Background: an optimization exercise with open tools, aiming at a short achievable clock period and few clock cycles. Do not read the settings as production practice.
Only simulation tests tie the RTL to the original design; equivalence was not proved.
No driver is modelled on the clock port, so clocking that relies on it looks cheaper here than on a real chip.
No activity file was given, so power comes from the tool's default toggle rates.

==> inputs of v16 <==
## RV32core
module  RV32core(
        input clk,   
        input rst,   
        output[31:0] imem_addr,
        input [31:0] imem_rdata,
        output[31:0] dmem_addr,
        output[31:0] dmem_wdata,
        output[3:0]  dmem_wstrb,
        output       dmem_we,
        input [31:0] dmem_rdata,
        input [4:0]  debug_addr,
        output[31:0] debug_data
	);
==> module Regs, before the edit <==
module Regs(
    input  [991:0] q,       
    input  [4:0]   addr,
    output [31:0]  data
);
    genvar i, b;
    wire [4:0] na;
    wire [3:0] lo_n;        
    wire [7:0] hi_n;        
    wire [31:0] line;       
    generate
        for (i = 0; i < 5; i = i + 1) begin : inv
            g_inv u(.a(addr[i]), .y(na[i]));
        end
        for (i = 0; i < 4; i = i + 1) begin : lo
            g_nand2 u(.a((i % 2) ? addr[0] : na[0]), .b((i / 2) ? addr[1] : na[1]), .y(lo_n[i]));
        end
        for (i = 0; i < 8; i = i + 1) begin : hi
            g_nand3 u(.a((i % 2) ? addr[2] : na[2]), .b(((i / 2) % 2) ? addr[3] : na[3]),
                      .c((i / 4) ? addr[4] : na[4]), .y(hi_n[i]));
        end
        for (i = 0; i < 32; i = i + 1) begin : ln
            g_nor2 u(.a(lo_n[i % 4]), .b(hi_n[i / 4]), .y(line[i]));
        end
        for (b = 0; b < 32; b = b + 1) begin : bt
            wire [15:0] t;      
            wire [3:0]  w;      
            wire [1:0]  v;      
            g_nand2 t0(.a(line[1]), .b(q[b]), .y(t[0]));
            for (i = 1; i < 16; i = i + 1) begin : p
                g_a22oi n(.a1(line[2*i]), .a2(q[32*(2*i-1) + b]),
                          .b1(line[2*i+1]), .b2(q[32*(2*i) + b]), .y(t[i]));
            end
            for (i = 0; i < 4; i = i + 1) begin : e
                g_nand4 n(.a(t[4*i]), .b(t[4*i+1]), .c(t[4*i+2]), .d(t[4*i+3]), .y(w[i]));
            end
            g_nor2  v0(.a(w[0]), .b(w[1]), .y(v[0]));
            g_nor2  v1(.a(w[2]), .b(w[3]), .y(v[1]));
            g_nand2 o (.a(v[0]), .b(v[1]), .y(data[b]));
        end
    endgenerate
endmodule
export LEC_CHECK = 0
export CAP_MARGIN = 20
export CORE_MARGIN = 2
export CORE_UTILIZATION = 40
export PLACE_DENSITY = 0.6
export SETUP_SLACK_MARGIN = 5
export SLEW_MARGIN = 20
export SYNTH_HIERARCHICAL = 1
create_clock -name core_clock -period 10.0 [get_ports {clk}]
standard.sh (not shown) runs the stock make flow with config.mk's settings and CLKGATE_MAP_FILE= SYNTH_SCRIPT=/design/flow/synth_recipe.tcl, a recipe that flattens the netlist after the stock synthesis.
==> flow/flow/run.sh <==
#!/bin/bash
# Own layout flow: the standard flow with a gate-sizing step after CTS.
# Each tool's output goes to a log file in the folder this runs in.
set -euo pipefail
export FLOW_FLOW_DIR="$PWD/flow"
export POST_CTS_TCL="$FLOW_FLOW_DIR/post_cts.tcl"
bash standard.sh > standard.log 2>&1
==> flow/flow/gsize.tcl <==
# Greedy gate sizing on the worst paths. For each cell on a path, try every drive
# strength (and the plain buffer/inverter families for buffers and inverters) and keep
# the one that gives the path's endpoint the most slack without lowering the worst slack.
proc ws {} { return [sta::worst_slack_cmd max] }
proc cands {ref} {
  if {[regexp {^sky130_fd_sc_hd__(buf|clkbuf|dlygate|dlymetal|clkdly|bufbuf)} $ref]} {
    set b "sky130_fd_sc_hd__buf"
  } elseif {[regexp {^sky130_fd_sc_hd__(inv|clkinv|clkinvlp)_} $ref]} {
    set b "sky130_fd_sc_hd__inv"
  } else {
    regsub {_[0-9]+$} $ref {} b
  }
  set out {}
  foreach lc [get_lib_cells */${b}_*] {
    set n [get_name $lc]
    if {[regexp "^${b}_\[0-9\]+\$" $n]} { lappend out $n }
  }
  return $out
}
proc reest {inst} {
  foreach pin [get_pins -of_objects $inst] {
    set net [get_nets -quiet -of_objects $pin]
    if {$net ne ""} { est::estimate_parasitic_net $net }
  }
}
proc ep_obj {name} {
  set p [get_ports -quiet $name]
  if {$p ne ""} { return $p }
  return [get_pins $name]
}
proc gsize {rounds npaths} {
  set libname [get_name [lindex [get_libs *] 0]]
  set flat 0; set wprev [ws]
  for {set r 0} {$r < $rounds} {incr r} {
    set changed 0
    set work {}
    foreach pe [find_timing_paths -path_delay max -group_path_count $npaths -unique_paths_to_endpoint] {
      set insts {}
      foreach pt [get_property $pe points] {
        set pin [get_property $pt pin]
        if {[catch {set inst [get_cells -of_objects $pin]}]} continue
        set name [get_full_name $inst]
        if {[lsearch -exact $insts $name] < 0} { lappend insts $name }
      }
      lappend work [list [get_full_name [get_property $pe endpoint]] $insts]
    }
    foreach w $work {
      set ep [lindex $w 0]
      foreach name [lindex $w 1] {
        set inst [get_cells $name]
        set ref [get_property $inst ref_name]
        set w0 [ws]
        set best $ref; set bs [get_property [ep_obj $ep] slack_max]
        foreach c [cands $ref] {
          if {$c eq $ref} continue
          replace_cell $inst $libname/$c
          reest $inst
          set s [get_property [ep_obj $ep] slack_max]
          if {$s > $bs + 1e-13 && [ws] >= $w0 - 1e-13} { set best $c; set bs $s }
        }
        if {$best ne [get_property $inst ref_name]} { replace_cell $inst $libname/$best; reest $inst }
        if {$best ne $ref} { incr changed }
      }
    }
    puts "gsize round $r: ws [format %.4f [expr [ws]*1e9]] changed $changed"
    if {$changed == 0} break
    if {$r > 0 && [ws] < $wprev + 1e-12} { incr flat } else { set flat 0 }
    set wprev [ws]
    if {$flat >= 2} break
  }
}
==> flow/flow/post_cts.tcl <==
# Hook run by ORFS at the end of CTS (POST_CTS_TCL): greedy gate sizing on the
# worst paths, then legalize the placement again.
source [file join [file dirname [info script]] gsize.tcl]
estimate_parasitics -placement
puts "post_cts: worst slack before sizing [sta::worst_slack_cmd max]"
gsize 12 40
puts "post_cts: worst slack after sizing [sta::worst_slack_cmd max]"
detailed_placement
check_placement -verbose
estimate_parasitics -placement
puts "post_cts: worst slack after legalizing [sta::worst_slack_cmd max]"
repair_design -match_cell_footprint -verbose
estimate_parasitics -placement
puts "post_cts: worst slack after repair_design [sta::worst_slack_cmd max]"
gsize 4 40
detailed_placement
check_placement -verbose
estimate_parasitics -placement
puts "post_cts: worst slack at the end [sta::worst_slack_cmd max]"
==> v28: changes against v16 <==
--- a/flow/design.v
+++ b/flow/design.v
@@ -123,21 +123,9 @@
     genvar i, b;
-    wire [4:0] na;
-    wire [3:0] lo_n;        
-    wire [7:0] hi_n;        
-    wire [31:0] line;       
+    wire [31:0] lines [0:7];
     generate
-        for (i = 0; i < 5; i = i + 1) begin : inv
-            g_inv u(.a(addr[i]), .y(na[i]));
-        end
-        for (i = 0; i < 4; i = i + 1) begin : lo
-            g_nand2 u(.a((i % 2) ? addr[0] : na[0]), .b((i / 2) ? addr[1] : na[1]), .y(lo_n[i]));
-        end
-        for (i = 0; i < 8; i = i + 1) begin : hi
-            g_nand3 u(.a((i % 2) ? addr[2] : na[2]), .b(((i / 2) % 2) ? addr[3] : na[3]),
-                      .c((i / 4) ? addr[4] : na[4]), .y(hi_n[i]));
-        end
-        for (i = 0; i < 32; i = i + 1) begin : ln
-            g_nor2 u(.a(lo_n[i % 4]), .b(hi_n[i / 4]), .y(line[i]));
+        for (i = 0; i < 8; i = i + 1) begin : dc
+            RegDecode dec(.addr(addr), .line(lines[i]));
         end
         for (b = 0; b < 32; b = b + 1) begin : bt
+            wire [31:0] line = lines[b / 4];
             wire [15:0] t;      
@@ -157,2 +145,26 @@
         end
+    endgenerate
+endmodule
+module RegDecode(
+    input  [4:0]  addr,
+    output [31:0] line      
+);
+    genvar i;
+    wire [4:0] na;
+    wire [3:0] lo_n;        
+    wire [7:0] hi_n;        
+    generate
+        for (i = 0; i < 5; i = i + 1) begin : inv
+            g_inv u(.a(addr[i]), .y(na[i]));
+        end
+        for (i = 0; i < 4; i = i + 1) begin : lo
+            g_nand2 u(.a((i % 2) ? addr[0] : na[0]), .b((i / 2) ? addr[1] : na[1]), .y(lo_n[i]));
+        end
+        for (i = 0; i < 8; i = i + 1) begin : hi
+            g_nand3 u(.a((i % 2) ? addr[2] : na[2]), .b(((i / 2) % 2) ? addr[3] : na[3]),
+                      .c((i / 4) ? addr[4] : na[4]), .y(hi_n[i]));
+        end
+        for (i = 0; i < 32; i = i + 1) begin : ln
+            g_nor2 u(.a(lo_n[i % 4]), .b(hi_n[i / 4]), .y(line[i]));
+        end
     endgenerate
==> flow/flow/run.sh (replaced) <==
#!/bin/bash
# Own layout flow: the standard flow with a gate-sizing and buffer-removal step after CTS.
# Each tool's output goes to a log file in the folder this runs in.
set -euo pipefail
export FLOW_FLOW_DIR="$PWD/flow"
export POST_CTS_TCL="$FLOW_FLOW_DIR/post_cts.tcl"
bash standard.sh > standard.log 2>&1
--- a/flow/flow/gsize.tcl
+++ b/flow/flow/gsize.tcl
@@ -25,6 +25,7 @@
 }
+proc esc {name} { return [string map {\[ \\[ \] \\] * \\* ? \\?} $name] }
 proc ep_obj {name} {
   set p [get_ports -quiet $name]
-  if {$p ne ""} { return $p }
-  return [get_pins $name]
+  if {[llength $p] == 1} { return $p }
+  return [get_pins [esc $name]]
 }
@@ -41,2 +42,5 @@
         if {[catch {set inst [get_cells -of_objects $pin]}]} continue
+        if {[llength $inst] != 1} continue
+        if {[catch {set ref [get_property $inst ref_name]}]} continue
+        if {![string match sky130_fd_sc_hd__* $ref]} continue
         set name [get_full_name $inst]
@@ -49,3 +53,4 @@
       foreach name [lindex $w 1] {
-        set inst [get_cells $name]
+        set inst [get_cells [esc $name]]
+        if {[llength $inst] != 1} continue
         set ref [get_property $inst ref_name]
@@ -71 +76,60 @@
 }
+# Try removing each buffer on the worst paths; put it back when the path's endpoint
+# loses slack or the worst slack drops.
+proc gunbuf {npaths} {
+  set libname [get_name [lindex [get_libs *] 0]]
+  set work {}
+  foreach pe [find_timing_paths -path_delay max -group_path_count $npaths -unique_paths_to_endpoint] {
+    set bufs {}
+    foreach pt [get_property $pe points] {
+      set pin [get_property $pt pin]
+      if {[catch {set inst [get_cells -of_objects $pin]}]} continue
+      if {[llength $inst] != 1} continue
+      if {[catch {set ref [get_property $inst ref_name]}]} continue
+      if {![regexp {^sky130_fd_sc_hd__buf_} $ref]} continue
+      set name [get_full_name $inst]
+      if {[string match input* $name] || [string match output* $name]} continue
+      if {[lsearch -exact $bufs $name] < 0} { lappend bufs $name }
+    }
+    lappend work [list [get_full_name [get_property $pe endpoint]] $bufs]
+  }
+  set removed 0
+  foreach w $work {
+    set ep [lindex $w 0]
+    foreach name [lindex $w 1] {
+      set inst [get_cells -quiet [esc $name]]
+      if {[llength $inst] != 1} continue
+      set ref [get_property $inst ref_name]
+      set inpin [get_pins [esc $name]/A]
+      set outpin [get_pins [esc $name]/X]
+      set innet [get_nets -of_objects $inpin]
+      set outnet [get_nets -of_objects $outpin]
+      set loads {}
+      foreach p [get_pins -of_objects $outnet] {
+        if {[get_full_name $p] ne [get_full_name $outpin]} { lappend loads [get_full_name $p] }
+      }
+      # keep the buffers next to the ports: every port keeps its own buffer
+      if {[llength [get_ports -quiet -of_objects $outnet]] > 0} continue
+      if {[llength [get_ports -quiet -of_objects $innet]] > 0} continue
+      set odbi [[ord::get_db_block] findInst $name]
+      set loc [$odbi getLocation]
+      set w0 [ws]; set s0 [get_property [ep_obj $ep] slack_max]
+      set innet_name [get_full_name $innet]
+      if {[catch {remove_buffers $inst} err]} { puts "gunbuf: $name not removed: $err"; continue }
+      set mnet [get_nets -of_objects [get_pins [esc [lindex $loads 0]]]]
+      est::estimate_parasitic_net $mnet
+      set s1 [get_property [ep_obj $ep] slack_max]; set w1 [ws]
+      if {$s1 > $s0 + 1e-13 && $w1 >= $w0 - 1e-13} {
+        incr removed
+      } else {
+        set lp {}
+        foreach l $loads { lappend lp [get_pins [esc $l]] }
+        insert_buffer -buffer_cell $libname/$ref -net $mnet -load_pins $lp -location [list [expr [lindex $loc 0]/1000.0] [expr [lindex $loc 1]/1000.0]]
+        est::estimate_parasitic_net $mnet
+        foreach l $lp { est::estimate_parasitic_net [get_nets -of_objects $l] }
+        if {[ws] < $w0 - 1e-12} { puts "gunbuf: restore of $name left ws [ws] < $w0" }
+      }
+    }
+  }
+  puts "gunbuf: removed $removed, ws [format %.4f [expr [ws]*1e9]]"
+}
--- a/flow/flow/post_cts.tcl
+++ b/flow/flow/post_cts.tcl
@@ -1,3 +1,3 @@
-# Hook run by ORFS at the end of CTS (POST_CTS_TCL): greedy gate sizing on the
-# worst paths, then legalize the placement again.
+# Hook run by ORFS at the end of CTS (POST_CTS_TCL): greedy gate sizing and
+# buffer removal on the worst paths, then legalize the placement again.
 source [file join [file dirname [info script]] gsize.tcl]
@@ -6,2 +6,6 @@
 gsize 12 40
+for {set k 0} {$k < 4} {incr k} {
+  gunbuf 40
+  gsize 3 40
+}
 puts "post_cts: worst slack after sizing [sta::worst_slack_cmd max]"
Settings changed: CORE_UTILIZATION 40 to 50, PLACE_DENSITY 0.6 to 0.7.
==> v32: changes against v16 <==
==> flow/run.sh (new file) <==
#!/bin/bash
# synth_recipe.tcl (not shown) runs the flow's synth.tcl, then flattens the netlist and writes it again
# the make line also repeats each setting of config.mk as NAME=value (left out here)
make -C /OpenROAD-flow-scripts/flow DESIGN_CONFIG=/design/flow/config.mk WORK_HOME=/design/flow/orfs CLKGATE_MAP_FILE= SYNTH_SCRIPT=/design/flow/synth_recipe.tcl finish
removed: flow/flow/run.sh
removed: flow/flow/gsize.tcl
removed: flow/flow/post_cts.tcl
removed: flow/standard.sh
==> v33: changes against v16 <==
--- a/flow/design.v
+++ b/flow/design.v
@@ -123,21 +123,9 @@
     genvar i, b;
-    wire [4:0] na;
-    wire [3:0] lo_n;        
-    wire [7:0] hi_n;        
-    wire [31:0] line;       
+    wire [31:0] lines [0:7];
     generate
-        for (i = 0; i < 5; i = i + 1) begin : inv
-            g_inv u(.a(addr[i]), .y(na[i]));
-        end
-        for (i = 0; i < 4; i = i + 1) begin : lo
-            g_nand2 u(.a((i % 2) ? addr[0] : na[0]), .b((i / 2) ? addr[1] : na[1]), .y(lo_n[i]));
-        end
-        for (i = 0; i < 8; i = i + 1) begin : hi
-            g_nand3 u(.a((i % 2) ? addr[2] : na[2]), .b(((i / 2) % 2) ? addr[3] : na[3]),
-                      .c((i / 4) ? addr[4] : na[4]), .y(hi_n[i]));
-        end
-        for (i = 0; i < 32; i = i + 1) begin : ln
-            g_nor2 u(.a(lo_n[i % 4]), .b(hi_n[i / 4]), .y(line[i]));
+        for (i = 0; i < 8; i = i + 1) begin : dc
+            RegDecode dec(.addr(addr), .line(lines[i]));
         end
         for (b = 0; b < 32; b = b + 1) begin : bt
+            wire [31:0] line = lines[b / 4];
             wire [15:0] t;      
@@ -157,2 +145,26 @@
         end
+    endgenerate
+endmodule
+module RegDecode(
+    input  [4:0]  addr,
+    output [31:0] line      
+);
+    genvar i;
+    wire [4:0] na;
+    wire [3:0] lo_n;        
+    wire [7:0] hi_n;        
+    generate
+        for (i = 0; i < 5; i = i + 1) begin : inv
+            g_inv u(.a(addr[i]), .y(na[i]));
+        end
+        for (i = 0; i < 4; i = i + 1) begin : lo
+            g_nand2 u(.a((i % 2) ? addr[0] : na[0]), .b((i / 2) ? addr[1] : na[1]), .y(lo_n[i]));
+        end
+        for (i = 0; i < 8; i = i + 1) begin : hi
+            g_nand3 u(.a((i % 2) ? addr[2] : na[2]), .b(((i / 2) % 2) ? addr[3] : na[3]),
+                      .c((i / 4) ? addr[4] : na[4]), .y(hi_n[i]));
+        end
+        for (i = 0; i < 32; i = i + 1) begin : ln
+            g_nor2 u(.a(lo_n[i % 4]), .b(hi_n[i / 4]), .y(line[i]));
+        end
     endgenerate
--- a/flow/flow/gsize.tcl
+++ b/flow/flow/gsize.tcl
@@ -25,6 +25,7 @@
 }
+proc esc {name} { return [string map {\[ \\[ \] \\] * \\* ? \\?} $name] }
 proc ep_obj {name} {
   set p [get_ports -quiet $name]
-  if {$p ne ""} { return $p }
-  return [get_pins $name]
+  if {[llength $p] == 1} { return $p }
+  return [get_pins [esc $name]]
 }
@@ -41,2 +42,5 @@
         if {[catch {set inst [get_cells -of_objects $pin]}]} continue
+        if {[llength $inst] != 1} continue
+        if {[catch {set ref [get_property $inst ref_name]}]} continue
+        if {![string match sky130_fd_sc_hd__* $ref]} continue
         set name [get_full_name $inst]
@@ -49,3 +53,4 @@
       foreach name [lindex $w 1] {
-        set inst [get_cells $name]
+        set inst [get_cells [esc $name]]
+        if {[llength $inst] != 1} continue
         set ref [get_property $inst ref_name]
==> comparison <==
v32 ran to the end with no violations. v28 passed the timing, DRC and antenna checks. v16 passed the timing, DRC and antenna checks. v33 passed the timing, DRC and antenna checks.
In v33 the first-iteration DRC count is smaller than in v32, by about 6%.
Sequential power is about the same in v16 and v28.
Of v32 and v28, v28 has the higher combinational power (gap 5.0%, measured against v28).
Total power: v32 is smaller than v33 (2.7%).
Count of clock-buffer cells in the layout is the same in v32 and v16.
Synthesized area is the same in v28 and v33.
Testbench counts of v16, summed over its fixed seeds: cycles 1,712,525.
Testbench counts of v28, summed over its fixed seeds: cycles 1,712,525.
Testbench counts of v32, summed over its fixed seeds: cycles 1,712,525.
Testbench counts of v33, summed over its fixed seeds: cycles 1,712,525.

==> re-timing with driven ports <==
The flow's constraints put no driver on any port. The routed layouts listed below were extracted and timed again, unchanged, in two steps. Step 1 sets driving cells, clkbuf_16 on the clock port and buf_2 on the other inputs (assumed; they add their load-dependent delay and slew). Step 2, shift: input delay + t, output delay - t, t = (earliest + latest rising clock arrival at the registers) / 2. This alone moves slack from input paths to output paths. a / b / c = ideal ports / drivers / drivers and shift; a / b = the first two.
run	t (ns)	setup slack, ns	worst data-port slew with drivers (ns)
v16	0.968	4.136 / 4.008 / 3.552	0.22
v28	0.926	4.276 / 3.999 / 3.723	0.37
v32	0.945	3.566 / 3.409 / 3.409	0.22
v33	0.950	4.407 / 4.057 / 3.713	0.52
After both steps setup and hold are still met in every run listed. The setup slack of v33, which loses most, moves by -0.350 ns with the drivers and by -0.694 ns with both steps.
